Optimization exercise on an open flow, not production practice. Function not checked: every run shown here. Clock network not from TritonCTS: every run shown here. The clock port is an ideal driver here. Power: default activity.

### flow/config.mk
export PLATFORM = sky130hd
export DESIGN_NAME = fifo_module
export DESIGN_NICKNAME = fifo_module
export VERILOG_FILES = /design/flow/design.v
export SDC_FILE = /design/flow/constraint.sdc
export NUM_CORES = 4
export LEC_CHECK = 0
export CAP_MARGIN = 20
export CORE_MARGIN = 2
export CORE_UTILIZATION = 60
export SETUP_SLACK_MARGIN = 2.55
export SLEW_MARGIN = 20
export SYNTH_HIERARCHICAL = 1
export SYNTH_MINIMUM_KEEP_SIZE = 0
### flow/constraint.sdc
create_clock -name core_clock -period 4.0 [get_ports {clk}]
set_input_delay 0.8000 -clock core_clock [delete_from_list [all_inputs] [get_ports {clk}]]
set_output_delay 0.8000 -clock core_clock [all_outputs]
set_load 0.01 [all_outputs]
### flow/design.v
module fifo_module #(
    parameter WIDTH = 8,
    parameter DEPTH = 16,
    parameter ADDR_WIDTH = 4
) (
    input clk,
    input rst,
    input [WIDTH-1:0] data_in,
    input write_enable,
    input read_enable,
    output reg [WIDTH-1:0] data_out,
    output reg full,
    output reg empty
);
reg [WIDTH-1:0] mem_n [0:DEPTH-1];    
reg [3:0] lo_n, hi_n;                 
reg full_q, empty_q;                  
wire [3:0] lo_d, hi_d;
wire empty_d, full_d, empty_o_d, full_o_d;
wire [DEPTH-1:0] mem_en;
fm_ctrl u_ctrl (
    .we(write_enable), .re(read_enable), .rst(rst),
    .lo_n(lo_n), .hi_n(hi_n), .empty(empty_q), .full(full_q),
    .lo_d(lo_d), .hi_d(hi_d), .empty_d(empty_d), .full_d(full_d),
    .empty_o_d(empty_o_d), .full_o_d(full_o_d)
);
always @(posedge clk) begin
    lo_n    <= lo_d;
    hi_n    <= hi_d;
    empty_q <= empty_d;
    full_q  <= full_d;
    empty   <= empty_o_d;
    full    <= full_o_d;
end
wire [WIDTH-1:0] din_n;
genvar k, b;
generate
    for (b = 0; b < WIDTH; b = b + 1) begin : g_din
        fm_inv u_inv (.a(data_in[b]), .y(din_n[b]));
    end
    for (k = 0; k < DEPTH; k = k + 1) begin : g_wen
        wire en_n;
        fm_nand2b u_en_n (.a_n(full_q), .b(write_enable), .y(en_n));
        fm_inv u_en (.a(en_n), .y(mem_en[k]));
    end
endgenerate
always @(posedge clk) begin
    if (mem_en[0])
        mem_n[0] <= din_n;
end
generate
    for (k = 1; k < DEPTH; k = k + 1) begin : g_shift
        always @(posedge clk) begin
            if (mem_en[k])
                mem_n[k] <= mem_n[k-1];
        end
    end
endgenerate
wire [DEPTH-1:0] sel;
generate
    for (k = 0; k < DEPTH; k = k + 1) begin : g_sel
        fm_nor2 u_sel (.a(lo_n[k % 4]), .b(hi_n[k / 4]), .y(sel[k]));
    end
endgenerate
wire den, den_n;
fm_nor3b u_den (.a(rst), .b(empty_q), .c_n(read_enable), .y(den));
fm_or3b u_den_n (.a(rst), .b(empty_q), .c_n(read_enable), .y(den_n));
wire [WIDTH-1:0] oldest, dout_d;
generate
    for (b = 0; b < WIDTH; b = b + 1) begin : g_rd
        wire [7:0] t;
        wire [1:0] z;
        for (k = 0; k < 8; k = k + 1) begin : g_t
            fm_a22oi u_t (.a1(sel[2*k]), .a2(mem_n[2*k][b]), .b1(sel[2*k+1]), .b2(mem_n[2*k+1][b]), .y(t[k]));
        end
        fm_nand4 u_z0 (.a(t[0]), .b(t[1]), .c(t[2]), .d(t[3]), .y(z[0]));
        fm_nand4 u_z1 (.a(t[4]), .b(t[5]), .c(t[6]), .d(t[7]), .y(z[1]));
        fm_nor2 u_o (.a(z[0]), .b(z[1]), .y(oldest[b]));
        wire n0, n1;
        fm_nand2 u_n0 (.a(den), .b(oldest[b]), .y(n0));
        fm_nand2 u_n1 (.a(den_n), .b(data_out[b]), .y(n1));
        fm_nand2 u_d (.a(n0), .b(n1), .y(dout_d[b]));
    end
endgenerate
always @(posedge clk) begin
    data_out <= dout_d;
end
endmodule
module fm_ctrl (
    input we, input re, input rst,
    input [3:0] lo_n, input [3:0] hi_n, input empty, input full,
    output [3:0] lo_d, output [3:0] hi_d, output empty_d, output full_d,
    output empty_o_d, output full_o_d
);
wire [7:0] nx_a, nx_b, nx_c;
wire e_rd, f_wr;
fm_ctrl_pre u_pre (.lo_n(lo_n), .hi_n(hi_n), .empty(empty), .full(full),
                   .nx_a(nx_a), .nx_b(nx_b), .nx_c(nx_c), .e_rd(e_rd), .f_wr(f_wr));
wire [1:0] d00, d01, d10, d11;
wire rst_n;
genvar g, i;
generate
    for (g = 0; g < 2; g = g + 1) begin : g_dec
        fm_nor2  u_d00 (.a(we), .b(re), .y(d00[g]));
        fm_nor2b u_d01 (.a(we), .b_n(re), .y(d01[g]));
        fm_nor2b u_d10 (.a(re), .b_n(we), .y(d10[g]));
        fm_and2  u_d11 (.a(we), .b(re), .y(d11[g]));
    end
endgenerate
fm_inv u_rst (.a(rst), .y(rst_n));
wire [7:0] cur = {hi_n, lo_n};
wire [7:0] nxt;
generate
    for (i = 0; i < 8; i = i + 1) begin : g_h
        wire t0, t1;
        fm_a22oi u_t0 (.a1(d00[i / 4]), .a2(cur[i]), .b1(d01[i / 4]), .b2(nx_b[i]), .y(t0));
        fm_a22oi u_t1 (.a1(d10[i / 4]), .a2(nx_a[i]), .b1(d11[i / 4]), .b2(nx_c[i]), .y(t1));
        if (i % 4 == 3) begin : g_r0
            fm_a21oi u_o (.a1(t0), .a2(t1), .b1(rst), .y(nxt[i]));
        end else begin : g_r1
            fm_nand3 u_o (.a(t0), .b(t1), .c(rst_n), .y(nxt[i]));
        end
    end
endgenerate
assign lo_d = nxt[3:0];
assign hi_d = nxt[7:4];
wire te, tf;
fm_a22oi u_te (.a1(d00[0]), .a2(empty), .b1(d01[0]), .b2(e_rd), .y(te));
fm_nand2 u_e (.a(te), .b(rst_n), .y(empty_d));
fm_nand2 u_eo (.a(te), .b(rst_n), .y(empty_o_d));
fm_a22oi u_tf (.a1(d00[0]), .a2(full), .b1(d10[0]), .b2(f_wr), .y(tf));
fm_nor2  u_f (.a(tf), .b(rst), .y(full_d));
fm_nor2  u_fo (.a(tf), .b(rst), .y(full_o_d));
endmodule
module fm_ctrl_pre (
    input [3:0] lo_n, input [3:0] hi_n, input empty, input full,
    output [7:0] nx_a, output [7:0] nx_b, output [7:0] nx_c,
    output e_rd, output f_wr
);
wire [3:0] hi_inc = lo_n[3] ? hi_n : {hi_n[2:0], hi_n[3]};
wire [3:0] hi_dec = lo_n[0] ? hi_n : {hi_n[0], hi_n[3:1]};
wire [7:0] cur = {hi_n, lo_n};
wire [7:0] inc = {hi_inc, lo_n[2:0], lo_n[3]};
wire [7:0] dec = {hi_dec, lo_n[0], lo_n[3:1]};
localparam [7:0] H15 = 8'b0111_0111;
localparam [7:0] H0  = 8'b1110_1110;
localparam [7:0] H14 = 8'b0111_1011;
assign nx_a = full ? H15 : inc;
assign nx_b = empty ? H15 : dec;
assign nx_c = empty ? H0 : full ? H14 : cur;
assign e_rd = empty | ~(lo_n[0] | hi_n[0]);
assign f_wr = full | ~(lo_n[2] | hi_n[3]);
endmodule
module fm_inv (input a, output y);
assign y = ~a;
endmodule
module fm_nand2 (input a, input b, output y);
assign y = ~(a & b);
endmodule
module fm_and2 (input a, input b, output y);
assign y = a & b;
endmodule
module fm_nor2 (input a, input b, output y);
assign y = ~(a | b);
endmodule
module fm_nor2b (input a, input b_n, output y);
assign y = ~a & b_n;
endmodule
module fm_nand2b (input a_n, input b, output y);
assign y = ~(~a_n & b);
endmodule
module fm_nand3 (input a, input b, input c, output y);
assign y = ~(a & b & c);
endmodule
module fm_a21oi (input a1, input a2, input b1, output y);
assign y = ~((a1 & a2) | b1);
endmodule
module fm_nor3b (input a, input b, input c_n, output y);
assign y = ~a & ~b & c_n;
endmodule
module fm_or3b (input a, input b, input c_n, output y);
assign y = a | b | ~c_n;
endmodule
module fm_nand4 (input a, input b, input c, input d, output y);
assign y = ~(a & b & c & d);
endmodule
module fm_a22oi (input a1, input a2, input b1, input b2, output y);
assign y = ~((a1 & a2) | (b1 & b2));
endmodule
module fm_mux2 (input a0, input a1, input s, output y);
assign y = s ? a1 : a0;
endmodule
### flow/flow/run.sh
#!/bin/bash
# The standard layout, with three changes: port buffers of a fixed small
# cell, every cell downsized after floorplanning (the repair steps size up
# what needs it), and a clock tree built by hand in place of the tool's.
set -euo pipefail
FLOW_DIR=$(cd "$(dirname "${BASH_SOURCE[0]}")" && pwd)
export BUFFER_PORTS_ARGS="-buffer_cell sky130_fd_sc_hd__buf_2"
export POST_FLOORPLAN_TCL=$FLOW_DIR/downsize.tcl
export PRE_CTS_TCL=$FLOW_DIR/cts_pre.tcl
bash standard.sh > standard.log 2>&1
### flow/flow/cts_pre.tcl
# Build the clock tree by hand (see manual_cts.tcl) and skip the tool's own:
# the clock port drives four inverters, each driving two inverters that
# drive the flip-flops.
source [file join [file dirname [info script]] manual_cts.tcl]
fm_manual_cts2 {{4 sky130_fd_sc_hd__clkinv_2} {8 sky130_fd_sc_hd__clkinv_4}}
proc clock_tree_synthesis {args} { puts "clock_tree_synthesis skipped: tree built by hand" }
# The tool would clone each clock inverter next to every flip-flop it drives.
proc repair_clock_inverters {args} { puts "repair_clock_inverters skipped: tree built by hand" }
### flow/flow/downsize.tcl
# Give every cell its smallest drive strength; the later repair steps size up
# only what timing, slew and load need.
proc fm_downsize {} {
  set n 0
  foreach inst [get_cells *] {
    set cell [get_name [get_lib_cells -of_objects $inst]]
    if {![regexp {^(sky130_fd_sc_hd__[a-z0-9]+)_([0-9]+)$} $cell -> base drive]} { continue }
    set best $cell
    set best_area [get_property [get_lib_cells */$cell] area]
    foreach lc [get_lib_cells */${base}_*] {
      set name [get_name $lc]
      if {![regexp "^${base}_\[0-9\]+\$" $name]} { continue }
      if {[get_property $lc dont_use]} { continue }
      set a [get_property $lc area]
      if {$a < $best_area} { set best $name; set best_area $a }
    }
    if {$best ne $cell} {
      replace_cell $inst [get_lib_cells */$best]
      incr n
    }
  }
  puts "fm_downsize: $n cells downsized"
}
fm_downsize
### flow/flow/manual_cts.tcl
# Clock tree built by hand. The flip-flops are split by placement into
# groups of near-equal size, each driven by one leaf cell; with two levels,
# the leaves are split the same way under the cells the clock port drives.
# With inverters, two levels keep the clock's polarity.
proc fm_split {pts k axis} {
  # split pts (list of {object x y}) into k groups of near-equal size,
  # cutting across the longer spread first
  if {$k <= 1} { return [list $pts] }
  set xs [lsort -integer [lmap p $pts {lindex $p 1}]]
  set ys [lsort -integer [lmap p $pts {lindex $p 2}]]
  set axis [expr {([lindex $xs end] - [lindex $xs 0]) >= ([lindex $ys end] - [lindex $ys 0]) ? 1 : 2}]
  set s [lsort -integer -index $axis $pts]
  set n [llength $s]
  set k1 [expr {$k / 2}]
  set n1 [expr {($n * $k1) / $k}]
  return [concat [fm_split [lrange $s 0 [expr {$n1 - 1}]] $k1 $axis] \
                 [fm_split [lrange $s $n1 end] [expr {$k - $k1}] $axis]]
}

proc fm_drive {block groups master prefix src} {
  # one cell of master per group, its input on net src, its output driving
  # the group; returns {inst x y} for each new cell
  set out {}
  set i 0
  foreach g $groups {
    set sx 0; set sy 0
    foreach p $g { incr sx [lindex $p 1]; incr sy [lindex $p 2] }
    set cx [expr {$sx / [llength $g]}]
    set cy [expr {$sy / [llength $g]}]
    set inst [odb::dbInst_create $block $master "${prefix}_$i"]
    set net [odb::dbNet_create $block "${prefix}_net_$i"]
    $net setSigType CLOCK
    foreach p $g {
      set it [lindex $p 0]
      $it disconnect
      $it connect $net
    }
    set in_pin [lindex [lmap m [[$inst getMaster] getMTerms] {expr {[$m getIoType] eq "INPUT" && [$m getSigType] eq "SIGNAL" ? [$m getName] : [continue]}}] 0]
    set out_pin [lindex [lmap m [[$inst getMaster] getMTerms] {expr {[$m getIoType] eq "OUTPUT" ? [$m getName] : [continue]}}] 0]
    [$inst findITerm $in_pin] connect $src
    [$inst findITerm $out_pin] connect $net
    $inst setLocation [expr {$cx - [$master getWidth] / 2}] [expr {$cy - [$master getHeight] / 2}]
    $inst setPlacementStatus PLACED
    puts "fm_manual_cts: ${prefix}_$i ([$master getName]) drives [llength $g] pins"
    lappend out [list [$inst findITerm $in_pin] $cx $cy]
    incr i
  }
  return $out
}

# levels: list of {count cell}, from the clock port down to the leaves
proc fm_manual_cts2 {levels} {
  set block [ord::get_db_block]
  set db [ord::get_db]
  set clk [$block findNet clk]
  set pts {}
  foreach it [$clk getITerms] {
    set box [[$it getInst] getBBox]
    lappend pts [list $it [expr {([$box xMin] + [$box xMax]) / 2}] [expr {([$box yMin] + [$box yMax]) / 2}]]
  }
  # build from the leaves up: each level's cells are the sinks of the one above
  set lv [llength $levels]
  for {set l [expr {$lv - 1}]} {$l >= 0} {incr l -1} {
    lassign [lindex $levels $l] n cell
    set groups [fm_split $pts $n 1]
    set pts [fm_drive $block $groups [$db findMaster $cell] "clk_l${l}" $clk]
  }
  set_propagated_clock [all_clocks]
}
### flow/standard.sh
#!/bin/bash
# synth_recipe.tcl (not shown) runs the flow's synth.tcl, then flattens the netlist and writes it again
# the make line also repeats each setting of config.mk as NAME=value (left out here)
make -C /OpenROAD-flow-scripts/flow DESIGN_CONFIG=/design/flow/config.mk WORK_HOME=/design/flow/orfs CLKGATE_MAP_FILE= SYNTH_SCRIPT=/design/flow/synth_recipe.tcl "${@:-finish}"
==> results of run 1 <==
==> state kept, by name, summed over array words and instances, names as in the netlist <==
register and count:
data_out 8, empty 1, lo_n 4, hi_n 4
full_q 1, full 1, empty_q 1, mem_n 128
==> power groups by stage <==
stage	clock [mW]	sequential, mW	combinational [mW]
final	0.499	1.91	0.314
after CTS	0.519	1.91	0.302
after global placement	0	1.93	0.262
after global routing	0.577	1.93	0.346
after detailed placement	0	1.93	0.266
after floorplan	0	1.92	0.223
==> cells in the mapped netlist, drive strengths merged (2+ instances only) <==
master,n,area (sq um)
dfxtp,20,400.4
inv,26,97.59
a211o,3,26.28
nor2,32,120.1
nand2,29,108.9
or3,4,25.02
a22oi,82,1026
nand3,6,30.03
and2,2,12.51
nand2b,16,100.1
a21oi,2,17.52
mux2i,5,50.05
edfxtp,128,3844
or2,7,46.30
buf,4,28.78
nand4,16,100.1
nor2b,10,100.1
==> modules after synthesis (local to each module, per instance), excerpt <==
module       cells  cell area [sq um]  copies in the design  flops+latches
fm_a21oi         1              8.758                     2              0
fm_nor2          1              3.754                    28              0
fm_nand2         1              3.754                    26              0
fm_nand3         1              5.005                     6              0
fm_ctrl_pre     40              271.5                     1              0
fm_or3b          1              8.758                     1              0
fm_nand2b        1              6.256                    16              0
fm_a22oi         1              12.51                    82              0
fm_nor3b         1              12.51                     1              0
fm_inv           1              3.754                    25              0
fifo_module    148               4244                     1            148
fm_nor2b         1              13.76                     4              0
==> final timing paths <==
| path | from | slack (ps) | to | cells past startpoint |
|---|---|---|---|---|
| max | data_out[6]$_DFF_P_ | 2510 | data_out[6] | 1 |
| min | mem_n[3][4]$_DFFE_PP_ | 430 | mem_n[4][4]$_DFFE_PP_ | 0 |
| max reg2reg | lo_n[1]$_DFF_P_ | 2600 | data_out[7]$_DFF_P_ | 6 |
| min reg2reg | mem_n[3][4]$_DFFE_PP_ | 430 | mem_n[4][4]$_DFFE_PP_ | 0 |
==> logic make-up after synthesis <==
family,synth area share
multiplexers,0.008106
AND/OR/NAND/NOR,0.1076
AO/OA/AOI/OAI,0.1765
buffers and inverters,0.02047
flip-flops,0.6873
==> cell type report <==
class	count	area, sq um
tap	136	170.2
multi-input combinational	219	1424
inverter	38	187.7
timing repair buffer	28	226.5
sequential	148	4285
fill	786	3845
==> worst reg2reg max path: stages (launching register included) <==
cell and delay [ps]:
dfxtp_2 470, nor2_2 130, a22oi_1 250, nand4_1 220
nor2_1 150, nand2_1 60, nand2_1 50
==> repair_timing <==
action / in CTS / in global routing
resized for setup: 65 / 18
hold endpoints to repair: 0 / 0
setup endpoints to repair: 158 / 75
setup buffers: 1 / 5
==> metal layers <==
metal | vias to the layer above | wire length (um)
met4 | 0 | 118
met3 | 9 | 443
met5 | - | 0
li1 | 1611 | -
met1 | 1631 | 5146
met2 | 82 | 5498
==> qor.txt, run 1 <==
DP Cell Count - 551
Req. time, crit path - 3200 ps
Int Pwr - 2.015 mW
RD Place Congestion - 0.7761
hold buffers post-CTS - 0
FF+latch count, synth - 148
via count of the first global-routing pass - 3,283
TNS Setup - 0 ps
max frequency - 671.3 MHz
slowest stage delay, CP - 340 ps
Final Skew - 37.92 ps
layout cells sized above 1 - 0.2309
EDFF count, synth - 128
leak pwr - 2.206 nW
Final HPWL DP - 7951 um
YS warnings - 9
# diodes - 0
syn_area_per_cell - 15.55 sq um
slew margin rel. - 0.7568
Port Buffers - 21
fin crit share - 0.3724
NetSw - 0.7092 mW
power per cell area - 432.9 mW/mm^2
commonest non-fill, non-tap cell in the layout - edfxtp_1
gr ovfl total - 0
register clock-pin slew on the reported worst setup and hold paths - 120 ps
VDD IR-drop max - 225.7 uV
I/O pins - 22
commonest non-fill, non-tap cells in the layout - edfxtp_1, a22oi_1, nand2_1, inv_2
critical path's top delay family - flip-flops
DR vias - 3,333
RSZ-0062 raised after global routing - true
largest net degree at the start of global routing - 29
Final Max Tran Viols - 0
post-DR wirelength/cell - 19.70 um
Non-Filler Cell Area, Final - 0.006294 sq mm
fin cells - 569
Setup Viol. Count Final - 0
vias per cell - 5.858
worst slew pin tran - 364.4 ps
Worst Setup Start Kind - flip-flop
Initial Utilization - 0.6090
crit path time final - 1490 ps
PnR worst setup slack - 2510 ps
Util after Layout - 0.6208
Area growth syn-to-layout - 1.925%
Post-Synthesis Cells - 397
core area - 0.01014 sq mm
clock network fraction of design power - 0.183
critical-path cell list - buf_6
antenna-violating nets left - 0
Die X - 105.4 um
Initial DRT Pass Iterations - 5
first-pass GRT wire length - 17,660 um
ys flop type - edfxtp_1
Hold Crit Class - flip-flop to flip-flop
hold_ws - 428.7 ps
Die Ht - 105.4 um
status - no timing/DRC/antenna violations
initial DRC count - 274
WL final - 11,210 um
Pwr Total - 2.724 mW
CP Class - flip-flop to output pin
placed cell areas - 0.005966 sq mm
CP endpoint kind - output pin
worst endpoint data arrival time - 690 ps
sw frac - 0.2603
initial antenna violation count - 0
Critical Path Fanout Max - 2
gr busiest metal - met2
Async SR Flop Fraction - 0
Fin. Hold Viols - 0
die area - 0.01112 sq mm
met1 Use GR - 0.2988
Mapped Nets - 409
Clock Latency Late Sink - 240 ps
Seq pwr share - 0.702
Residual DRC - 0
M2 GR Usage - 0.3396
CP bufs+invs - 1
MaxCap Viol Count - 0
total track usage - 0.2018
DP Worst Slack - 2044 ps
met3 Usage GRT - 0.01484
sequential share of the synthesized area - 0.6873
# rows - 37
post-synth cell types - 27
slowest CP cell - dfxtp_2
Logic pwr share - 0.115
Final #Nets - 447
cell area after synthesis - 0.006175 sq mm
==> run 2: changes to the inputs <==
--- a/flow/design.v
+++ b/flow/design.v
@@ -63,7 +63,6 @@
     end
 endgenerate
-wire den, den_n;
+wire den;
 fm_nor3b u_den (.a(rst), .b(empty_q), .c_n(read_enable), .y(den));
-fm_or3b u_den_n (.a(rst), .b(empty_q), .c_n(read_enable), .y(den_n));
 wire [WIDTH-1:0] oldest, dout_d;
 generate
@@ -79,5 +78,5 @@
         wire n0, n1;
         fm_nand2 u_n0 (.a(den), .b(oldest[b]), .y(n0));
-        fm_nand2 u_n1 (.a(den_n), .b(data_out[b]), .y(n1));
+        fm_nand2b u_n1 (.a_n(den), .b(data_out[b]), .y(n1));
         fm_nand2 u_d (.a(n0), .b(n1), .y(dout_d[b]));
     end
@@ -179,7 +178,4 @@
 assign y = ~a & ~b & c_n;
 endmodule
-module fm_or3b (input a, input b, input c_n, output y);
-assign y = a | b | ~c_n;
-endmodule
 module fm_nand4 (input a, input b, input c, input d, output y);
 assign y = ~(a & b & c & d);
--- a/flow/flow/cts_pre.tcl
+++ b/flow/flow/cts_pre.tcl
@@ -3,5 +3,5 @@
 # drive the flip-flops.
 source [file join [file dirname [info script]] manual_cts.tcl]
-fm_manual_cts2 {{4 sky130_fd_sc_hd__clkinv_2} {8 sky130_fd_sc_hd__clkinv_4}}
+fm_manual_cts2 {{4 sky130_fd_sc_hd__inv_4} {8 sky130_fd_sc_hd__inv_8}}
 proc clock_tree_synthesis {args} { puts "clock_tree_synthesis skipped: tree built by hand" }
 # The tool would clone each clock inverter next to every flip-flop it drives.
==> run 2 against run 1 <==
  * Still clean on timing, DRC and antenna
  * Utilization grew 1.1 points
  * First-iteration DRC count shrank 11%
  * Fmax grew 1.7%
  * Clock power grew 16%
  * Via count grew 1.7%
  * Area after synthesis grew 0.18%
  * Register-to-register slack is essentially flat
  * Hold slack gained 15 ps
  * Critical endpoint is now data_out[7]$_DFF_P_
  * Highest routed layer unchanged
==> qor.txt, run 2 <==
DR vias - 3,391 (was 3,333)
Final #Nets - 451 (was 447)
RD Place Congestion - 0.7929 (was 0.7761)
Non-Filler Cell Area, Final - 0.006430 sq mm (was 0.006294 sq mm)
total track usage - 0.2009 (was 0.2018)
Synth area leader - edfxtp_1 (unchanged)
met3 Usage GRT - 0.02103 (was 0.01484)
post-DR wirelength/cell - 19.64 um (was 19.70 um)
ys flop type - edfxtp_1 (unchanged)
register cell area after layout - 0.004275 sq mm (was 0.004285 sq mm)
area of the multi-input gates - 0.001484 sq mm (was 0.001424 sq mm)
Pwr Total - 2.802 mW (was 2.724 mW)
cell area after synthesis - 0.006186 sq mm (was 0.006175 sq mm)
M2 GR Usage - 0.3341 (was 0.3396)
TNS Setup - 0 ps (unchanged)
Critical Path Fanout Max - 8 (was 2)
Fin. Hold Viols - 0 (unchanged)
crit path time final - 1465 ps (was 1490 ps)
slew margin rel. - 0.5566 (was 0.7568)
initial DRC count - 243 (was 274)
via count of the first global-routing pass - 3,364 (was 3,283)
max reg flops - 128 (unchanged)
sequential share of the synthesized area - 0.6861 (was 0.6873)
top-count cell post-synth - edfxtp_1 (unchanged)
Clock Latency Late Sink - 140 ps (was 240 ps)
Largest Register - mem_n (unchanged)
Final Skew - 16.44 ps (was 37.92 ps)
post-synth cell types - 26 (was 27)
commonest non-fill, non-tap cell in the layout - edfxtp_1 (unchanged)
worst slew pin tran - 664.3 ps (was 364.4 ps)
Mapped Nets - 408 (was 409)
met1 Use GR - 0.2939 (was 0.2988)
Residual DRC - 0 (unchanged)
max frequency - 682.4 MHz (was 671.3 MHz)
Req. time, crit path - 4080 ps (was 3200 ps)
Setup Viol. Count Final - 0 (unchanged)
worst endpoint data arrival time - 1550 ps (was 690 ps)
Final Max Tran Viols - 0 (unchanged)
top cells by area, synth - edfxtp_1, a22oi_2, dfxtp_1, nand2b_1, nor2_1 (was edfxtp_1, a22oi_2, dfxtp_1, nor2_1, nand2_1)
biggest regs - mem_n (128), data_out (8) (unchanged)
initial antenna violation count - 0 (unchanged)
leak pwr - 2.277 nW (was 2.206 nW)
Port Buffers - 21 (unchanged)
MaxCap Viol Count - 0 (unchanged)
# diodes - 0 (unchanged)
# rows - 37 (unchanged)
gr ovfl total - 0 (unchanged)
status - no timing/DRC/antenna violations (unchanged)
WL final - 11,260 um (was 11,210 um)
Die Ht - 105.5 um (was 105.4 um)
layout cells sized above 1 - 0.2586 (was 0.2309)
Hold Crit Class - flip-flop to flip-flop (unchanged)
FF+latch count, synth - 148 (unchanged)
EDFF count, synth - 128 (unchanged)
VDD IR-drop max - 219.0 uV (was 225.7 uV)
syn_area_per_cell - 15.62 sq um (was 15.55 sq um)
placed cell areas - 0.005974 sq mm (was 0.005966 sq mm)
Final HPWL DP - 7827 um (was 7951 um)
power per cell area - 435.7 mW/mm^2 (was 432.9 mW/mm^2)
RSZ-0062 raised after global routing - true (unchanged)
core area - 0.01018 sq mm (was 0.01014 sq mm)
top cell type's share of synthesized area - 0.6214 (was 0.6225)
Worst Setup Start Kind - input port (was flip-flop)
hold buffers post-CTS - 0 (unchanged)
fin crit share - 0.3663 (was 0.3724)
most frequent cells after synthesis - edfxtp_1, a22oi_2, nor2_1 (unchanged)
Async SR Flop Fraction - 0 (unchanged)
commonest non-fill, non-tap cells in the layout - edfxtp_1, a22oi_1, nand2b_1, nor2_2, buf_2 (was edfxtp_1, a22oi_1, nand2_1, inv_2)
CP endpoint kind - flip-flop (was output pin)
Initial DRT Pass Iterations - 5 (unchanged)
Initial Utilization - 0.6074 (was 0.6090)
antenna-violating nets left - 0 (unchanged)
Post-Synthesis Cells - 396 (was 397)
YS warnings - 9 (unchanged)
register clock-pin slew on the reported worst setup and hold paths - 90 ps (was 120 ps)
die area - 0.01114 sq mm (was 0.01112 sq mm)
first-pass GRT wire length - 17,850 um (was 17,660 um)
gr busiest metal - met2 (unchanged)
Area growth syn-to-layout - 3.944% (was 1.925%)
I/O pins - 22 (unchanged)
largest net degree at the start of global routing - 29 (unchanged)
fillers - 787 (was 786)
CP Class - input port to flip-flop (was flip-flop to output pin)
vias per cell - 5.918 (was 5.858)
Die X - 105.5 um (was 105.4 um)
[run 2: path summary, 6_finish.rpt]
kind	start	end	slack, ps	depth (start not counted)
max	rst	data_out[7]$_DFF_P_	2530	6
min	mem_n[2][5]$_DFFE_PP_	mem_n[3][5]$_DFFE_PP_	440	0
max reg2reg	empty_q$_DFF_P_	data_out[7]$_DFF_P_	2590	5
min reg2reg	mem_n[2][5]$_DFFE_PP_	mem_n[3][5]$_DFFE_PP_	440	0
[run 2: where the power goes]
part	switching, mW	internal, mW	total, mW
sequential	0.0882	1.82	1.90
combinational	0.187	0.131	0.318
clock	0.485	0.0959	0.581
[run 2: cell type report]
type,instances,share of cell area
inverter,38,0.03425
multi-input combinational,218,0.2308
sequential,148,0.6649
tap,136,0.02646
timing repair buffer,33,0.04359
[run 2: through the flow]
step / worst slack, ps / instances / util / hold slack [ps]
finish: 2535 / 573 / 0.6313 / 444.0
global route: 2508 / 573 / 0.6313 / 456.6
CTS: 2493 / 565 / 0.6157 / 441.9
detailed placement: 1879 / 549 / 0.5866 / 433.4
global placement: 1942 / 549 / 0.5866 / 428.2
floorplan: 2552 / 396 / - / 446.2
[run 2: Yosys stat by module, one instance, submodules excluded, a selection]
module,copies in the design,flops+latches
fm_nor2b,4,0
fm_inv,25,0
fm_nor3b,1,0
fm_nand2,18,0
fifo_module,1,148
fm_a21oi,2,0
fm_nand2b,24,0
fm_and2,2,0
fm_nand4,16,0
fm_nand3,6,0
fm_nor2,28,0
fm_ctrl_pre,1,0
[run 2: routing by layer]
layer  vias up  wire length, um
li1       1614                -
met2        86             5419
met1      1677             5189
met5         -                0
met3        14              438
met4         0              208
[run 2: critical path: stages]
cell and delay (ps):
buf_8 100, nor3b_4 240, buf_6 170, buf_16 140
nand2_4 50, nand2_2 50
[run 2: cell families after synthesis]
| group | after synthesis | share of synthesized area |
|---|---|---|
| AO/OA/AOI/OAI | 90 | 0.1762 |
| AND/OR/NAND/NOR | 123 | 0.1092 |
| buffers and inverters | 30 | 0.02043 |
| flip-flops | 148 | 0.6861 |
| multiplexers | 5 | 0.008091 |
[run 2: what timing repair did]
item | 4_1_cts | 5_1_grt
buffers inserted | 3 | 7
endpoints found under the hold margin | 0 | 0
pin swaps | 12 | 5
resized for setup | 65 | 26
endpoints found under the setup margin | 149 | 36
cloned | 1 | 1
==> run 3: changes to the inputs <==
--- a/flow/config.mk
+++ b/flow/config.mk
@@ -9,5 +9,5 @@
 export CORE_MARGIN = 2
 export CORE_UTILIZATION = 60
-export SETUP_SLACK_MARGIN = 2.55
+export SETUP_SLACK_MARGIN = 2.62
 export SLEW_MARGIN = 20
 export SYNTH_HIERARCHICAL = 1
==> run 3 against run 2 <==
  * Global-route usage is 0.31 points lower
  * Design area is 0.97% higher
  * Final cell count grew 0.17%
  * Sequential share of layout area down 0.51 points
  * Total power up 1.3%
  * Die area stayed put
==> qor.txt, run 3 <==
status - no timing/DRC/antenna violations (unchanged)
critical-path cell list - buf_12, nor3b_4, buf_4, buf_12, nand2b_1, nand2_1 (was buf_8, nor3b_4, buf_6, buf_16, nand2_4, nand2_2)
MaxCap Viol Count - 0 (unchanged)
max layer used - met4 (unchanged)
Port Buffers - 21 (unchanged)
Die X - 105.5 um (unchanged)
cell area after synthesis - 0.006186 sq mm (unchanged)
Async SR Flop Fraction - 0 (unchanged)
ys flop type - edfxtp_1 (unchanged)
core area - 0.01018 sq mm (unchanged)
register cell area after layout - 0.004284 sq mm (was 0.004275 sq mm)
layout cells sized above 1 - 0.2626 (was 0.2586)
YS warnings - 9 (unchanged)
Area growth syn-to-layout - 4.956% (was 3.944%)
met3 WL post-DR - 353 um (was 438 um)
Util after Layout - 0.6375 (was 0.6313)
Post-Synthesis Cells - 396 (unchanged)
clock network fraction of design power - 0.204 (was 0.207)
post-synth cell types - 26 (unchanged)
via count of the first global-routing pass - 3,365 (was 3,364)
Initial DRT Pass Iterations - 4 (was 5)
max frequency - 667.4 MHz (was 682.4 MHz)
Die Ht - 105.5 um (unchanged)
fin crit share - 0.3746 (was 0.3663)
Clock Latency Late Sink - 140 ps (about the same)
commonest non-fill, non-tap cell in the layout - edfxtp_1 (unchanged)
post-DR wirelength/cell - 19.38 um (was 19.64 um)
slowest CP cell - nor3b_4 (unchanged)
crit path time final - 1498 ps (was 1465 ps)
Synth area leader - edfxtp_1 (unchanged)
CP Class - input port to flip-flop (unchanged)
area of the multi-input gates - 0.001481 sq mm (was 0.001484 sq mm)
DP Worst Slack - 1879 ps (unchanged)
Int Pwr - 2.076 mW (was 2.042 mW)
RD Place Congestion - 0.7929 (unchanged)
initial DRC count - 235 (was 243)
syn_area_per_cell - 15.62 sq um (unchanged)
most frequent cells after synthesis - edfxtp_1, a22oi_2, nor2_1 (unchanged)
WL final - 11,120 um (was 11,260 um)
# rows - 37 (unchanged)
Hold Crit Class - flip-flop to flip-flop (unchanged)
VDD IR-drop max - 230.7 uV (was 219.0 uV)
critical path's top delay family - buffers and inverters (unchanged)
Residual DRC - 0 (unchanged)
commonest non-fill, non-tap cells in the layout - edfxtp_1, a22oi_1, nand2b_1, nand2_1, nor2_2 (was edfxtp_1, a22oi_1, nand2b_1, nor2_2, buf_2)
Fin. Hold Viols - 0 (unchanged)
DR vias - 3,343 (was 3,391)
fillers - 775 (was 787)
power per cell area - 437.0 mW/mm^2 (was 435.7 mW/mm^2)
DR WL met2 - 5538 um (was 5419 um)
I/O pins - 22 (unchanged)
gr ovfl total - 0 (unchanged)
FF+latch count, synth - 148 (unchanged)
Final Max Tran Viols - 0 (unchanged)
leak pwr - 2.285 nW (was 2.277 nW)
Seq pwr share - 0.674 (was 0.679)
first-pass GRT wire length - 17,660 um (was 17,850 um)
register clock-pin slew on the reported worst setup and hold paths - 90 ps (about the same)
worst endpoint data arrival time - 1530 ps (was 1550 ps)
PnR worst setup slack - 2502 ps (was 2535 ps)
Largest Register - mem_n (unchanged)
Final HPWL DP - 7827 um (unchanged)
top cell type's share of synthesized area - 0.6214 (unchanged)
Non-Filler Cell Area, Final - 0.006492 sq mm (was 0.006430 sq mm)
initial antenna violation count - 0 (unchanged)
total track usage - 0.1978 (was 0.2009)
Mapped Nets - 408 (unchanged)
Logic pwr share - 0.122 (was 0.113)
Final #Nets - 452 (was 451)
biggest regs - mem_n (128), data_out (8) (unchanged)
top cells by area, synth - edfxtp_1, a22oi_2, dfxtp_1, nand2b_1, nor2_1 (unchanged)
EDFF count, synth - 128 (unchanged)
worst slew pin tran - 392.6 ps (was 664.3 ps)
CP bufs+invs - 3 (unchanged)
Critical Path Fanout Max - 8 (unchanged)
Setup Viol. Count Final - 0 (unchanged)
Req. time, crit path - 4040 ps (was 4080 ps)
slowest stage delay, CP - 210 ps (was 240 ps)
# diodes - 0 (unchanged)
slew margin rel. - 0.7380 (was 0.5566)
sequential share of the synthesized area - 0.6861 (unchanged)
die area - 0.01114 sq mm (unchanged)
TNS Setup - 0 ps (unchanged)
Worst Setup Start Kind - input port (unchanged)
Initial Utilization - 0.6074 (unchanged)
Final Skew - 15.96 ps (was 16.44 ps)
largest net degree at the start of global routing - 29 (unchanged)
placed cell areas - 0.005974 sq mm (unchanged)
RSZ-0062 raised after global routing - true (unchanged)
NetSw - 0.7616 mW (was 0.7597 mW)
vias per cell - 5.824 (was 5.918)
top-count cell post-synth - edfxtp_1 (unchanged)
max reg flops - 128 (unchanged)
sw frac - 0.2684 (was 0.2712)
antenna-violating nets left - 0 (unchanged)
CP endpoint kind - flip-flop (unchanged)
CP dominant cell by count - buf_12
Met1 Wirelength - 5070 um (was 5189 um)
run 3: cell count changes in the layout (fill, tap and decap cells not counted), moves of 4 or more:
| cell | delta |
|---|---|
| nand2_2 | -7 |
| dfxtp_1 | -5 |
| buf_6 | +7 |
| nand2_1 | +8 |
| dfxtp_2 | +4 |
| buf_2 | -8 |
run 3: modules after synthesis (local to each module, per instance), a selection:
| module | flops+latches | cells inside | times used | area [sq um] |
|---|---|---|---|---|
| fifo_module | 148 | 148 | 1 | 4244 |
| fm_ctrl_pre | 0 | 40 | 1 | 271.5 |
| fm_nor2b | 0 | 1 | 4 | 13.76 |
| fm_a22oi | 0 | 1 | 82 | 12.51 |
| fm_nor3b | 0 | 1 | 1 | 12.51 |
| fm_a21oi | 0 | 1 | 2 | 8.758 |
| fm_and2 | 0 | 1 | 2 | 6.256 |
| fm_inv | 0 | 1 | 25 | 3.754 |
run 3: metrics by stage:
stage | cells | power, mW | hold slack [ps]
global placement | 549 | 2.188 | 428.2
floorplan | 396 | 2.147 | 446.2
finish | 574 | 2.837 | 443.8
global route | 574 | 2.972 | 458.1
CTS | 563 | 2.825 | 441.9
detailed placement | 549 | 2.199 | 433.4
run 3: routing by layer:
layer,GRT usage,up-vias
met4,0.03102,0
met2,0.3364,69
met5,0,-
met3,0.01670,8
li1,-,1612
met1,0.2879,1654
run 3: kinds of logic (layout without fill, tap and decap cells):
kind of cell,count (synthesis),after routing,synth area share
muxes,5,5,0.008091
and+or+nand+nor,123,123,0.1092
DFF,148,148,0.6861
buffers and inverters,30,72,0.02043
AOI/OAI and AO/OA,90,90,0.1762
run 3: worst paths after layout:
kind	from	to	slack [ps]	cells after the start
max	rst	data_out[2]$_DFF_P_	2500	6
min	mem_n[2][5]$_DFFE_PP_	mem_n[3][5]$_DFFE_PP_	440	0
max reg2reg	hi_n[3]$_DFF_P_	data_out[4]$_DFF_P_	2600	6
min reg2reg	mem_n[2][5]$_DFFE_PP_	mem_n[3][5]$_DFFE_PP_	440	0
run 3: timing repair:
item / 4_1_cts / 5_1_grt
setup buffers: 2 / 10
setup endpoints to repair: 158 / 131
gates cloned: 0 / 1
hold buffers: 0 / 0
resized for setup: 69 / 36
pin swaps: 0 / 1
run 3: layout make-up:
class | instances | area share
Inverter | 38 | 0.03469
Timing Repair Buffer | 34 | 0.05107
Multi-Input combinational cell | 218 | 0.2282
Sequential cell | 148 | 0.6599
Tap cell | 136 | 0.02621
run 3: power by group through the flow:
stage / Sequential [mW] / Combinational (mW) / Clock [mW]
global route: 1.93 / 0.378 / 0.665
floorplan: 1.92 / 0.225 / 0
finish: 1.91 / 0.346 / 0.579
CTS: 1.91 / 0.307 / 0.608
detailed placement: 1.93 / 0.269 / 0
global placement: 1.93 / 0.262 / 0
==> run 4: changes to the inputs <==
--- a/flow/design.v
+++ b/flow/design.v
@@ -39,8 +39,9 @@
         fm_inv u_inv (.a(data_in[b]), .y(din_n[b]));
     end
-    for (k = 0; k < DEPTH; k = k + 1) begin : g_wen
+    for (k = 0; k < DEPTH / 2; k = k + 1) begin : g_wen
         wire en_n;
         fm_nand2b u_en_n (.a_n(full_q), .b(write_enable), .y(en_n));
-        fm_inv u_en (.a(en_n), .y(mem_en[k]));
+        fm_inv u_en (.a(en_n), .y(mem_en[2*k]));
+        assign mem_en[2*k+1] = mem_en[2*k];
     end
 endgenerate
@@ -63,6 +64,10 @@
     end
 endgenerate
-wire den;
-fm_nor3b u_den (.a(rst), .b(empty_q), .c_n(read_enable), .y(den));
+wire [WIDTH/2-1:0] den;
+generate
+    for (b = 0; b < WIDTH / 2; b = b + 1) begin : g_den
+        fm_nor3b u_den (.a(rst), .b(empty_q), .c_n(read_enable), .y(den[b]));
+    end
+endgenerate
 wire [WIDTH-1:0] oldest, dout_d;
 generate
@@ -77,6 +82,6 @@
         fm_nor2 u_o (.a(z[0]), .b(z[1]), .y(oldest[b]));
         wire n0, n1;
-        fm_nand2 u_n0 (.a(den), .b(oldest[b]), .y(n0));
-        fm_nand2b u_n1 (.a_n(den), .b(data_out[b]), .y(n1));
+        fm_nand2 u_n0 (.a(den[b / 2]), .b(oldest[b]), .y(n0));
+        fm_nand2b u_n1 (.a_n(den[b / 2]), .b(data_out[b]), .y(n1));
         fm_nand2 u_d (.a(n0), .b(n1), .y(dout_d[b]));
     end
--- a/flow/config.mk
+++ b/flow/config.mk
@@ -9,5 +9,5 @@
 export CORE_MARGIN = 2
 export CORE_UTILIZATION = 60
-export SETUP_SLACK_MARGIN = 2.62
+export SETUP_SLACK_MARGIN = 2.55
 export SLEW_MARGIN = 20
 export SYNTH_HIERARCHICAL = 1
==> run 4 against run 3 <==
  * Clock skew grew 4.8 ps
  * Sequential power is essentially flat
  * Fmax is 3.5% higher
  * Die area down 0.66%
  * Largest cell class unchanged
  * Critical endpoint is now data_out[5]
  * Wire length barely moved
  * Utilization is 2.4 points higher
  * Register-to-register slack hardly changed
  * Area after synthesis fell by 0.69%
==> qor.txt, run 4 <==
status - no timing/DRC/antenna violations (unchanged)
commonest non-fill, non-tap cells in the layout - edfxtp_1, a22oi_1, nand2_1, nand4_1, buf_2 (was edfxtp_1, a22oi_1, nand2b_1, nand2_1, nor2_2)
crit path time final - 1447 ps (was 1498 ps)
Worst Setup Start Kind - flip-flop (was input port)
gr busiest metal - met2 (unchanged)
NetSw - 0.7651 mW (was 0.7616 mW)
RD Place Congestion - 0.7957 (was 0.7929)
hold depth - 0 (unchanged)
Die X - 105.2 um (was 105.5 um)
sequential share of the synthesized area - 0.6908 (was 0.6861)
worst r2r dst - data_out[2]$_DFF_P_ (was data_out[4]$_DFF_P_)
critical path's top delay family - flip-flops (was buffers and inverters)
die area - 0.01106 sq mm (was 0.01114 sq mm)
post-DR wirelength/cell - 19.66 um (was 19.38 um)
sw frac - 0.2701 (was 0.2684)
Hold Crit Class - flip-flop to flip-flop (unchanged)
biggest regs - mem_n (128), data_out (8) (unchanged)
area of the multi-input gates - 0.001450 sq mm (was 0.001481 sq mm)
FF+latch count, synth - 148 (unchanged)
via count of the first global-routing pass - 3,250 (was 3,365)
Logic pwr share - 0.118 (was 0.122)
Setup Viol. Count Final - 0 (unchanged)
I/O pins - 22 (unchanged)
CP bufs+invs - 1 (was 3)
Synth area leader - edfxtp_1 (unchanged)
fillers - 707 (was 775)
Async SR Flop Fraction - 0 (unchanged)
DP Worst Slack - 1787 ps (was 1879 ps)
Seq pwr share - 0.677 (was 0.674)
total track usage - 0.1976 (was 0.1978)
register cell area after layout - 0.004284 sq mm (unchanged)
CP endpoint kind - output pin (was flip-flop)
Initial Utilization - 0.6228 (was 0.6074)
Mapped Nets - 395 (was 408)
# diodes - 0 (unchanged)
ys flop type - edfxtp_1 (unchanged)
Final #Nets - 447 (was 452)
post-synth cell types - 26 (unchanged)
Worst Hold Path EP - mem_n[4][4]$_DFFE_PP_ (was mem_n[3][5]$_DFFE_PP_)
gr ovfl total - 0 (unchanged)
Initial DRT Pass Iterations - 4 (unchanged)
Pwr Total - 2.833 mW (was 2.837 mW)
top cells by area, synth - edfxtp_1, a22oi_2, dfxtp_1, nor2_1, nand2b_1 (was edfxtp_1, a22oi_2, dfxtp_1, nand2b_1, nor2_1)
slew margin rel. - 0.7008 (was 0.7380)
register clock-pin slew on the reported worst setup and hold paths - 100 ps (was 90 ps)
worst slew pin tran - 448.8 ps (was 392.6 ps)
met1 Use GR - 0.2792 (was 0.2879)
met3 Usage GRT - 0.02558 (was 0.01670)
Residual DRC - 0 (unchanged)
most frequent cells after synthesis - edfxtp_1, a22oi_2, nor2_1 (unchanged)
top cell type's share of synthesized area - 0.6257 (was 0.6214)
largest net degree at the start of global routing - 23 (was 29)
Port Buffers - 21 (unchanged)
# rows - 36 (was 37)
critical-path cell list - buf_6 (was buf_12, nor3b_4, buf_4, buf_12, nand2b_1, nand2_1)
initial antenna violation count - 0 (unchanged)
Die Ht - 105.2 um (was 105.5 um)
MaxCap Viol Count - 0 (unchanged)
EDFF count, synth - 128 (unchanged)
Post-Synthesis Cells - 383 (was 396)
power per cell area - 434.0 mW/mm^2 (was 437.0 mW/mm^2)
R2R cell count - 6 (unchanged)
leak pwr - 2.241 nW (was 2.285 nW)
Critical Path Fanout Max - 2 (was 8)
TNS Setup - 0 ps (unchanged)
YS warnings - 9 (unchanged)
clock network fraction of design power - 0.204 (about the same)
max reg flops - 128 (unchanged)
hold_sp - mem_n[3][4]$_DFFE_PP_ (was mem_n[2][5]$_DFFE_PP_)
Worst R2R Setup Slack - 2610 ps (was 2600 ps)
VDD IR-drop max - 308.9 uV (was 230.7 uV)
syn_area_per_cell - 16.04 sq um (was 15.62 sq um)
Fin. Hold Viols - 0 (unchanged)
vias per cell - 5.951 (was 5.824)
M2 GR Usage - 0.3258 (was 0.3364)
DR vias - 3,368 (was 3,343)
core area - 0.009864 sq mm (was 0.01018 sq mm)
Req. time, crit path - 3200 ps (was 4040 ps)
WL final - 11,130 um (was 11,120 um)
commonest non-fill, non-tap cell in the layout - edfxtp_1 (unchanged)
initial DRC count - 219 (was 235)
top-count cell post-synth - edfxtp_1 (unchanged)
Final HPWL DP - 7673 um (was 7827 um)
antenna-violating nets left - 0 (unchanged)
CP Class - flip-flop to output pin (was input port to flip-flop)
Clock Latency Late Sink - 150 ps (was 140 ps)
cell area after synthesis - 0.006143 sq mm (was 0.006186 sq mm)
Final Max Tran Viols - 0 (unchanged)
RSZ-0062 raised after global routing - true (unchanged)
first-pass GRT wire length - 17,280 um (was 17,660 um)
Largest Register - mem_n (unchanged)
layout cells sized above 1 - 0.2540 (was 0.2626)
r2r startpoint - lo_n[1]$_DFF_P_ (was hi_n[3]$_DFF_P_)
slowest CP cell - dfxtp_4 (was nor3b_4)
slowest stage delay, CP - 380 ps (was 210 ps)
PnR worst setup slack - 2553 ps (was 2502 ps)
Final Skew - 20.73 ps (was 15.96 ps)
Int Pwr - 2.068 mW (was 2.076 mW)
worst endpoint data arrival time - 650 ps (was 1530 ps)
Area growth syn-to-layout - 6.273% (was 4.956%)
fin crit share - 0.3618 (was 0.3746)
max frequency - 691.0 MHz (was 667.4 MHz)
==> run 4: changes by cell type in the layout (fill, tap and decap cells not counted), moves of 6 or more <==
cell	change
clkinvlp_4	+8
buf_2	+6
buf_6	-7
buf_12	+6
nand2b_1	-6
inv_2	-11
==> run 4: power groups by stage <==
stage	logic (mW)	clock network, mW	registers, mW
final	0.335	0.579	1.92
after detailed placement	0.265	0	1.94
after floorplan	0.228	0	1.92
after CTS	0.310	0.604	1.91
after global routing	0.366	0.668	1.93
after global placement	0.260	0	1.93
==> run 4: per-stage QoR <==
stage	hold slack [ps]	cell area [sq um]	util	cells
5_1_grt	451.2	6529	0.6618	566
2_1_floorplan	446.2	6206	-	383
3_5_place_dp	433.4	5918	0.5999	533
3_3_place_gp	429.1	5918	0.5999	533
4_1_cts	437.4	6390	0.6478	558
6_report	432.1	6529	0.6618	566
==> run 4: how the worst max path moves through the flow <==
stage / from / endpoint / slack (ps) / cells after the start
final: data_out[5]$_DFF_P_ / data_out[5] / 2550 / 1
after global routing: write_enable / mem_n[1][1]$_DFFE_PP_ / 2520 / 4
after CTS: rst / data_out[3]$_DFF_P_ / 2550 / 4
after detailed placement: write_enable / mem_n[9][2]$_DFFE_PP_ / 1790 / 3
after global placement: write_enable / mem_n[10][2]$_DFFE_PP_ / 1840 / 3
after floorplan: write_enable / mem_n[2][0]$_DFFE_PP_ / 2540 / 2
==> run 4: what timing repair did <==
item / in CTS / in global routing
hold buffers: 0 / 0
buffers inserted: 13 / 8
gates resized for setup: 56 / 24
pin swaps: 1 / 1
setup endpoints to repair: 150 / 67
==> run 4: cell families after synthesis <==
group | share of synthesized area
simple gates | 0.1079
flops | 0.6908
compound gates | 0.1774
buf+inv | 0.01568
mux | 0.008147
==> run 4: area by class of cell <==
class	instances	share of cell area
flip-flops and latches	148	0.6562
multi-input cells	213	0.2221
repair buffers	42	0.06363
inverters	30	0.03258
well taps	133	0.02549
==> run 4: modules after synthesis (local to each module, per instance), excerpt <==
module,cells inside,cell area (sq um),copies in the design,flops+latches
fm_nor2b,1,13.76,4,0
fm_a21oi,1,8.758,2,0
fm_nor3b,1,12.51,4,0
fm_nand4,1,6.256,16,0
fm_ctrl_pre,40,271.5,1,0
fm_nand2b,1,6.256,16,0
fifo_module,148,4244,1,148
fm_a22oi,1,12.51,82,0
fm_inv,1,3.754,17,0
fm_nor2,1,3.754,28,0
fm_nand2,1,3.754,18,0
==> run 4: metal layers <==
| layer | vias to the layer above | part of all wire | wire length [um] |
|---|---|---|---|
| li1 | 1601 | - | - |
| met1 | 1659 | 0.44 | 4940 |
| met2 | 90 | 0.48 | 5369 |
| met3 | 18 | 0.044 | 486 |
| met4 | 0 | 0.030 | 330 |
| met5 | - | 0 | 0 |
==> run 5: changes to the inputs <==
--- a/flow/config.mk
+++ b/flow/config.mk
@@ -9,5 +9,5 @@
 export CORE_MARGIN = 2
 export CORE_UTILIZATION = 60
-export SETUP_SLACK_MARGIN = 2.55
+export SETUP_SLACK_MARGIN = 2.45
 export SLEW_MARGIN = 20
 export SYNTH_HIERARCHICAL = 1
==> run 5 against run 4 <==
  * Still clean
  * Critical path depth increased by 3
  * Flip-flop and latch count unchanged
  * Fmax shrank 5.0%
  * Global-route usage up 0.48 points
  * Die area unchanged
  * Synthesized cell count did not move
  * Worst setup slack got worse by 76 ps
  * Final cell count is 0.53% lower
  * Area after synthesis unchanged
  * Combinational power shrank 8.4%
==> qor.txt, run 5 <==
slew margin rel. - 0.4666 (was 0.7008)
Final #Nets - 444 (was 447)
leak pwr - 2.208 nW (was 2.241 nW)
TNS Setup - 0 ps (unchanged)
Req. time, crit path - 4080 ps (was 3200 ps)
via count of the first global-routing pass - 3,288 (was 3,250)
initial DRC count - 273 (was 219)
fin cells - 563 (was 566)
vias per cell - 5.877 (was 5.951)
Setup Viol. Count Final - 0 (unchanged)
Mapped Nets - 395 (unchanged)
most frequent cells after synthesis - edfxtp_1, a22oi_2, nor2_1 (unchanged)
# rows - 36 (unchanged)
Port Buffers - 21 (unchanged)
syn_area_per_cell - 16.04 sq um (unchanged)
hold buffers post-CTS - 0 (unchanged)
Largest Register - mem_n (unchanged)
PnR worst setup slack - 2477 ps (was 2553 ps)
Fin. Hold Viols - 0 (unchanged)
Die X - 105.2 um (unchanged)
sw frac - 0.2709 (was 0.2701)
top cells by area, synth - edfxtp_1, a22oi_2, dfxtp_1, nor2_1, nand2b_1 (unchanged)
initial antenna violation count - 0 (unchanged)
DP Worst Slack - 1966 ps (was 1787 ps)
WL final - 11,070 um (was 11,130 um)
# diodes - 0 (unchanged)
Synth Area in Compound Gates - 0.1774 (unchanged)
sequential share of the synthesized area - 0.6908 (unchanged)
largest net degree at the start of global routing - 23 (unchanged)
EDFF count, synth - 128 (unchanged)
DR vias - 3,309 (was 3,368)
Area growth syn-to-layout - 4.379% (was 6.273%)
Async SR Flop Fraction - 0 (unchanged)
first-pass GRT wire length - 17,630 um (was 17,280 um)
antenna-violating nets left - 0 (unchanged)
die area - 0.01106 sq mm (unchanged)
Die Ht - 105.2 um (unchanged)
post-synth cell types - 26 (unchanged)
max reg flops - 128 (unchanged)
Util after Layout - 0.6501 (was 0.6618)
ys flop type - edfxtp_1 (unchanged)
Pwr Total - 2.802 mW (was 2.833 mW)
clock network fraction of design power - 0.209 (was 0.204)
status - no timing/DRC/antenna violations (unchanged)
Adder-Cell Fraction of Synth Area - 0 (unchanged)
Final Skew - 21.15 ps (was 20.73 ps)
largest family of logic cells by synthesized area - compound AO/OA/AOI/OAI gates (unchanged)
Residual DRC - 0 (unchanged)
fin crit share - 0.3809 (was 0.3618)
core area - 0.009864 sq mm (unchanged)
Worst Setup Start Kind - input port (was flip-flop)
crit path time final - 1523 ps (was 1447 ps)
CP Class - input port to flip-flop (was flip-flop to output pin)
commonest non-fill, non-tap cell in the layout - edfxtp_1 (unchanged)
max frequency - 656.4 MHz (was 691.0 MHz)
worst endpoint data arrival time - 1610 ps (was 650 ps)
total track usage - 0.2025 (was 0.1976)
Logic pwr share - 0.110 (was 0.118)
power per cell area - 437.0 mW/mm^2 (was 434.0 mW/mm^2)
post-DR wirelength/cell - 19.66 um (about the same)
Clock Latency Late Sink - 150 ps (about the same)
Final Max Tran Viols - 0 (unchanged)
layout cells sized above 1 - 0.2116 (was 0.2540)
RD Place Congestion - 0.8564 (was 0.7957)
biggest regs - mem_n (128), data_out (8) (unchanged)
Hold Crit Class - flip-flop to flip-flop (unchanged)
Initial DRT Pass Iterations - 5 (was 4)
Final HPWL DP - 7738 um (was 7673 um)
register clock-pin slew on the reported worst setup and hold paths - 100 ps (about the same)
MaxCap Viol Count - 0 (unchanged)
Post-Synthesis Cells - 383 (unchanged)
NetSw - 0.7592 mW (was 0.7651 mW)
Seq pwr share - 0.682 (was 0.677)
CP endpoint kind - flip-flop (was output pin)
Critical Path Fanout Max - 12 (was 2)
Int Pwr - 2.043 mW (was 2.068 mW)
FF+latch count, synth - 148 (unchanged)
YS warnings - 9 (unchanged)
Synth area leader - edfxtp_1 (unchanged)
RSZ-0062 raised after global routing - false (was true)
top-count cell post-synth - edfxtp_1 (unchanged)
DP Cell Count - 533 (unchanged)
gr ovfl total - 0 (unchanged)
top cell type's share of synthesized area - 0.6257 (unchanged)
commonest non-fill, non-tap cells in the layout - edfxtp_1, a22oi_1, nand2_1, buf_2 (was edfxtp_1, a22oi_1, nand2_1, nand4_1, buf_2)
VDD IR-drop max - 289.3 uV (was 308.9 uV)
post-synthesis simple-gate area fraction - 0.1079 (unchanged)
post-synthesis mux area share - 0.008147 (unchanged)
cell area after synthesis - 0.006143 sq mm (unchanged)
Initial Utilization - 0.6228 (unchanged)
I/O pins - 22 (unchanged)
worst slew pin tran - 799.0 ps (was 448.8 ps)
xor-xnor portion of the synthesized cell area - 0 (unchanged)
run 5: cell counts after synthesis:
Identical to the previous run, type by type.
run 5: Yosys stat by module (local to each module, per instance), excerpt:
| module | cell area [sq um] | cells inside |
|---|---|---|
| fm_a22oi | 12.51 | 1 |
| fm_inv | 3.754 | 1 |
| fm_nor2b | 13.76 | 1 |
| fm_ctrl_pre | 271.5 | 40 |
| fm_nand2b | 6.256 | 1 |
| fm_nand3 | 5.005 | 1 |
run 5: layout make-up:
type	instances	area (sq um)
inverters	30	212.7
multi-input cells	213	1394
fillers	708	3452
well taps	133	166.4
flip-flops and latches	148	4265
repair buffers	39	374.1
run 5: cells by family (layout without fill, tap and decap cells):
logic type | count (synthesis) | after routing
AOI/OAI and AO/OA | 90 | 90
muxes | 5 | 5
and+or+nand+nor | 118 | 118
buffers and inverters | 22 | 69
DFF | 148 | 148
run 5: routing by layer:
layer,track usage,vias to the layer above,share of wire
li1,-,1589,-
met1,0.2975,1630,0.44
met2,0.3387,74,0.50
met3,0.01996,16,0.039
met4,0.02857,0,0.018
met5,0,-,0
run 5: what timing repair did:
action,4_1_cts,5_1_grt
setup buffers,18,0
pin swaps,0,0
gates resized for setup,25,22
setup endpoints to repair,146,26
run 5: final timing paths:
check	cells past startpoint	slack (ps)	start	endpoint
worst min register to register	0	430	mem_n[3][0]$_DFFE_PP_	mem_n[4][0]$_DFFE_PP_
worst min-delay path	0	430	mem_n[3][0]$_DFFE_PP_	mem_n[4][0]$_DFFE_PP_
worst max register to register	6	2510	lo_n[2]$_DFF_P_	data_out[4]$_DFF_P_
worst max-delay path	4	2480	read_enable	hi_n[3]$_DFF_P_
run 5: stage by stage:
stage / cell area, sq um / hold slack [ps]
2_1_floorplan: 6143 / 446.2
3_3_place_gp: 5908 / 429.2
3_5_place_dp: 5908 / 434.1
4_1_cts: 6360 / 441.6
5_1_grt: 6412 / 461.2
6_report: 6412 / 434.5
run 5: power groups by stage:
stage / clock network [mW] / logic [mW] / registers (mW)
after floorplan: 0 / 0.222 / 1.92
after global placement: 0 / 0.259 / 1.93
after detailed placement: 0 / 0.263 / 1.94
after CTS: 0.613 / 0.305 / 1.90
after global routing: 0.675 / 0.339 / 1.93
final: 0.585 / 0.307 / 1.91
run 5: critical path: stages:
cell      delay (ps)
clkbuf_4         190
nor2b_1          330
a22oi_1          120
a21oi_1          160
==> run 6: changes to the inputs <==
--- a/flow/design.v
+++ b/flow/design.v
@@ -39,9 +39,8 @@
         fm_inv u_inv (.a(data_in[b]), .y(din_n[b]));
     end
-    for (k = 0; k < DEPTH / 2; k = k + 1) begin : g_wen
+    for (k = 0; k < DEPTH; k = k + 1) begin : g_wen
         wire en_n;
         fm_nand2b u_en_n (.a_n(full_q), .b(write_enable), .y(en_n));
-        fm_inv u_en (.a(en_n), .y(mem_en[2*k]));
-        assign mem_en[2*k+1] = mem_en[2*k];
+        fm_inv u_en (.a(en_n), .y(mem_en[k]));
     end
 endgenerate
@@ -64,10 +63,6 @@
     end
 endgenerate
-wire [WIDTH/2-1:0] den;
-generate
-    for (b = 0; b < WIDTH / 2; b = b + 1) begin : g_den
-        fm_nor3b u_den (.a(rst), .b(empty_q), .c_n(read_enable), .y(den[b]));
-    end
-endgenerate
+wire den;
+fm_nor3b u_den (.a(rst), .b(empty_q), .c_n(read_enable), .y(den));
 wire [WIDTH-1:0] oldest, dout_d;
 generate
@@ -82,6 +77,6 @@
         fm_nor2 u_o (.a(z[0]), .b(z[1]), .y(oldest[b]));
         wire n0, n1;
-        fm_nand2 u_n0 (.a(den[b / 2]), .b(oldest[b]), .y(n0));
-        fm_nand2b u_n1 (.a_n(den[b / 2]), .b(data_out[b]), .y(n1));
+        fm_nand2 u_n0 (.a(den), .b(oldest[b]), .y(n0));
+        fm_nand2b u_n1 (.a_n(den), .b(data_out[b]), .y(n1));
         fm_nand2 u_d (.a(n0), .b(n1), .y(dout_d[b]));
     end
==> flow/flow/run.sh (replaced) <==
#!/bin/bash
# The standard layout, with four changes: port buffers of a fixed small
# cell, every cell downsized after floorplanning (the repair steps size up
# what needs it), a clock tree built by hand in place of the tool's, and an
# area recovery after the timing repair of global routing.
set -euo pipefail
FLOW_DIR=$(cd "$(dirname "${BASH_SOURCE[0]}")" && pwd)
export BUFFER_PORTS_ARGS="-buffer_cell sky130_fd_sc_hd__buf_2"
export POST_FLOORPLAN_TCL=$FLOW_DIR/downsize.tcl
export PRE_CTS_TCL=$FLOW_DIR/cts_pre.tcl
export PRE_GLOBAL_ROUTE_TCL=$FLOW_DIR/grt_pre.tcl
bash standard.sh > standard.log 2>&1
--- a/flow/flow/cts_pre.tcl
+++ b/flow/flow/cts_pre.tcl
@@ -3,5 +3,5 @@
 # drive the flip-flops.
 source [file join [file dirname [info script]] manual_cts.tcl]
-fm_manual_cts2 {{4 sky130_fd_sc_hd__inv_4} {8 sky130_fd_sc_hd__inv_8}}
+fm_manual_cts2 {{4 sky130_fd_sc_hd__clkinv_2} {8 sky130_fd_sc_hd__clkinv_4}}
 proc clock_tree_synthesis {args} { puts "clock_tree_synthesis skipped: tree built by hand" }
 # The tool would clone each clock inverter next to every flip-flop it drives.
==> flow/flow/grt_pre.tcl (new file) <==
# After the timing repair of global routing, give back area: the step that
# would recover power runs the area recovery of recover.tcl instead.
source [file join [file dirname [info script]] recover.tcl]
proc recover_power_helper { } {
  fm_recover_area
}
==> flow/flow/recover.tcl (new file) <==
# Area recovery: try each cell at a smaller drive strength, biggest saving
# first, and keep the change when the worst setup slack stays at or above
# what it was, the paths through the cell keep a guard band of slack above
# that (routing changes the parasitics a little) and no max-slew or
# max-capacitance violation appears.
set ::fm_recover_guard 0.1
proc fm_family_sizes {cell} {
  # cells of the same function as cell, smallest area first
  if {![regexp {^(sky130_fd_sc_hd__[a-z0-9]+)_([0-9]+)$} $cell -> base drive]} { return {} }
  set sizes {}
  foreach lc [get_lib_cells */${base}_*] {
    set name [get_name $lc]
    if {![regexp "^${base}_\[0-9\]+\$" $name]} { continue }
    if {[get_property $lc dont_use]} { continue }
    lappend sizes [list $name [get_property $lc area]]
  }
  return [lsort -real -index 1 $sizes]
}

proc fm_inst_slack {inst} {
  set w 1e9
  foreach pin [get_pins -of_objects $inst] {
    foreach s [get_property $pin slack_max] {
      if {$s ne "" && $s ne "INF" && $s < $w} { set w $s }
    }
  }
  return $w
}

proc fm_recover_area {} {
  global fm_recover_guard
  set target [expr {[sta::worst_slack -max] - 0.002}]
  set slew0 [sta::max_slew_violation_count]
  set cap0 [sta::max_capacitance_violation_count]
  set cands {}
  foreach inst [get_cells *] {
    set name [get_name $inst]
    # leave the hand-built clock tree alone
    if {[string match clk_l* $name]} { continue }
    set lc [get_lib_cells -quiet -of_objects $inst]
    if {$lc eq "" || $lc eq "NULL"} { continue }
    set cell [get_name $lc]
    set area [get_property $lc area]
    set smaller {}
    foreach s [fm_family_sizes $cell] {
      if {[lindex $s 1] < $area} { lappend smaller $s }
    }
    if {[llength $smaller] == 0} { continue }
    lappend cands [list $inst $cell [expr {$area - [lindex $smaller 0 1]}] $smaller]
  }
  set saved 0.0
  set n 0
  foreach c [lsort -real -decreasing -index 2 $cands] {
    lassign $c inst cell gain smaller
    set area [get_property [get_lib_cells */$cell] area]
    foreach s $smaller {
      replace_cell $inst [get_lib_cells */[lindex $s 0]]
      if {[sta::worst_slack -max] >= $target
          && [fm_inst_slack $inst] >= $target + $fm_recover_guard
          && [sta::max_slew_violation_count] <= $slew0
          && [sta::max_capacitance_violation_count] <= $cap0} {
        set saved [expr {$saved + $area - [lindex $s 1]}]
        incr n
        break
      }
      replace_cell $inst [get_lib_cells */$cell]
    }
  }
  puts [format "fm_recover_area: %d cells downsized, %.1f um2 saved, worst slack %.3f (target %.3f)" \
    $n $saved [sta::worst_slack -max] $target]
}
--- a/flow/config.mk
+++ b/flow/config.mk
@@ -9,5 +9,5 @@
 export CORE_MARGIN = 2
 export CORE_UTILIZATION = 60
-export SETUP_SLACK_MARGIN = 2.45
+export SETUP_SLACK_MARGIN = 2.55
 export SLEW_MARGIN = 20
 export SYNTH_HIERARCHICAL = 1
==> run 6 against run 5 <==
  * Design area decreased by 2.9%
  * First-iteration DRC count increased by 6.6%
  * Wire length decreased by 1.4%
  * Largest power group unchanged
  * Sequential share of layout area increased by 2.0 points
  * Flip-flop and latch count unchanged
  * Area after synthesis increased by 0.69%
  * Combinational power about the same
  * Largest cell class unchanged
==> qor.txt, run 6 <==
status - no timing/DRC/antenna violations (unchanged)
syn_area_per_cell - 15.62 sq um (was 16.04 sq um)
initial DRC count - 291 (was 273)
crit path time final - 1511 ps (was 1523 ps)
Critical Path Fanout Max - 11 (was 12)
first-pass GRT wire length - 17,570 um (was 17,630 um)
EDFF count, synth - 128 (unchanged)
top cell type's share of synthesized area - 0.6214 (was 0.6257)
Port Buffers - 21 (unchanged)
Initial DRT Pass Iterations - 4 (was 5)
FF+latch count, synth - 148 (unchanged)
Final HPWL DP - 7827 um (was 7738 um)
YS warnings - 9 (unchanged)
Fin. Hold Viols - 0 (unchanged)
ys flop type - edfxtp_1 (unchanged)
Async SR Flop Fraction - 0 (unchanged)
Util after Layout - 0.6111 (was 0.6501)
Initial Utilization - 0.6074 (was 0.6228)
DP Worst Slack - 1879 ps (was 1966 ps)
largest net degree at the start of global routing - 29 (was 23)
max reg flops - 128 (unchanged)
PnR worst setup slack - 2489 ps (was 2477 ps)
Residual DRC - 0 (unchanged)
commonest non-fill, non-tap cells in the layout - edfxtp_1, a22oi_1, nand2b_1, nand2_1 (was edfxtp_1, a22oi_1, nand2_1, buf_2)
Largest Register - mem_n (unchanged)
vias per cell - 5.782 (was 5.877)
worst endpoint data arrival time - 1670 ps (was 1610 ps)
Synth area leader - edfxtp_1 (unchanged)
max frequency - 661.8 MHz (was 656.4 MHz)
CP endpoint kind - flip-flop (unchanged)
RSZ-0062 raised after global routing - true (was false)
Worst Hold Path EP - mem_n[3][5]$_DFFE_PP_ (was mem_n[4][0]$_DFFE_PP_)
r2r startpoint - hi_n[0]$_DFF_P_ (was lo_n[2]$_DFF_P_)
power per cell area - 435.8 mW/mm^2 (was 437.0 mW/mm^2)
-- run 6: cell types whose count changed after synthesis, sizes merged --
cell    before  now
inv         18   26
nand2b      16   24
nor3b        4    1
-- run 6: repair_timing --
item / CTS / global route
gates resized for setup: 63 / 19
hold buffers: 0 / 0
buffers inserted: 2 / 6
setup endpoints to repair: 158 / 38
-- run 6: per-layer routing --
metal	track usage	wire, um	vias to the layer above	part of all wire
met2	0.3323	5293	60	0.49
met3	0.01670	360	8	0.033
met1	0.2888	5098	1621	0.47
li1	-	-	1601	-
met5	0	0	-	0
met4	0.03008	161	0	0.015
-- run 6: Yosys stat by module, one instance, submodules excluded, a selection --
module,cells,flip-flops and latches
fm_nand4,1,0
fm_nor2,1,0
fm_and2,1,0
fifo_module,148,148
fm_nor3b,1,0
fm_inv,1,0
fm_nand2b,1,0
fm_nand3,1,0
fm_a22oi,1,0
fm_nand2,1,0
fm_nor2b,1,0
fm_a21oi,1,0
fm_ctrl_pre,40,0
-- run 6: power breakdown --
group	leakage (nW)	switching, mW	internal [mW]	total [mW]
logic	0.680	0.174	0.133	0.307
clock network	0.0486	0.438	0.0574	0.496
registers	1.42	0.0913	1.82	1.91
total	2.15	0.704	2.01	2.71
-- run 6: area by class of cell --
cell class / instances / area, sq um / share of cell area
timing repair buffer: 29 / 185.2 / 0.02975
tap: 136 / 170.2 / 0.02734
sequential: 148 / 4265 / 0.6854
multi-input combinational: 218 / 1415 / 0.2274
inverter: 38 / 187.7 / 0.03016
-- run 6: worst max path at each step --
stage / startpoint / end / slack [ps] / cells past startpoint
after floorplan: read_enable / data_out[0]$_DFF_P_ / 2550 / 3
after global placement: read_enable / data_out[5]$_DFF_P_ / 1940 / 4
after detailed placement: read_enable / data_out[2]$_DFF_P_ / 1880 / 4
after CTS: data_out[3]$_DFF_P_ / data_out[3] / 2470 / 1
after global routing: hi_n[0]$_DFF_P_ / data_out[2]$_DFF_P_ / 2340 / 6
final: hi_n[0]$_DFF_P_ / data_out[2]$_DFF_P_ / 2490 / 6
-- run 6: critical path: stages, from the launching register on --
cell and delay [ps]:
dfxtp_2 490, nor2_1 190, a22oi_1 250, nand4_1 140, nor2_1 200, nand2_1 90, nand2_1 80
-- run 6: metrics by stage --
stage / instances / cell area (sq um) / hold slack [ps] / power, mW
finish: 569 / 6223 / 438.0 / 2.712
CTS: 563 / 6222 / 427.8 / 2.738
global route: 569 / 6223 / 437.2 / 2.840
global placement: 549 / 5974 / 428.2 / 2.188
detailed placement: 549 / 5974 / 433.4 / 2.199
floorplan: 396 / 6195 / 446.2 / 2.146
-- run 6: logic make-up (layout without fill, tap and decap cells) --
group | Yosys count | in the layout | share of synthesized area
AO/OA/AOI/OAI | 90 | 90 | 0.1762
flip-flops | 148 | 148 | 0.6861
multiplexers | 5 | 5 | 0.008091
buffers and inverters | 30 | 67 | 0.02043
AND/OR/NAND/NOR | 123 | 123 | 0.1092
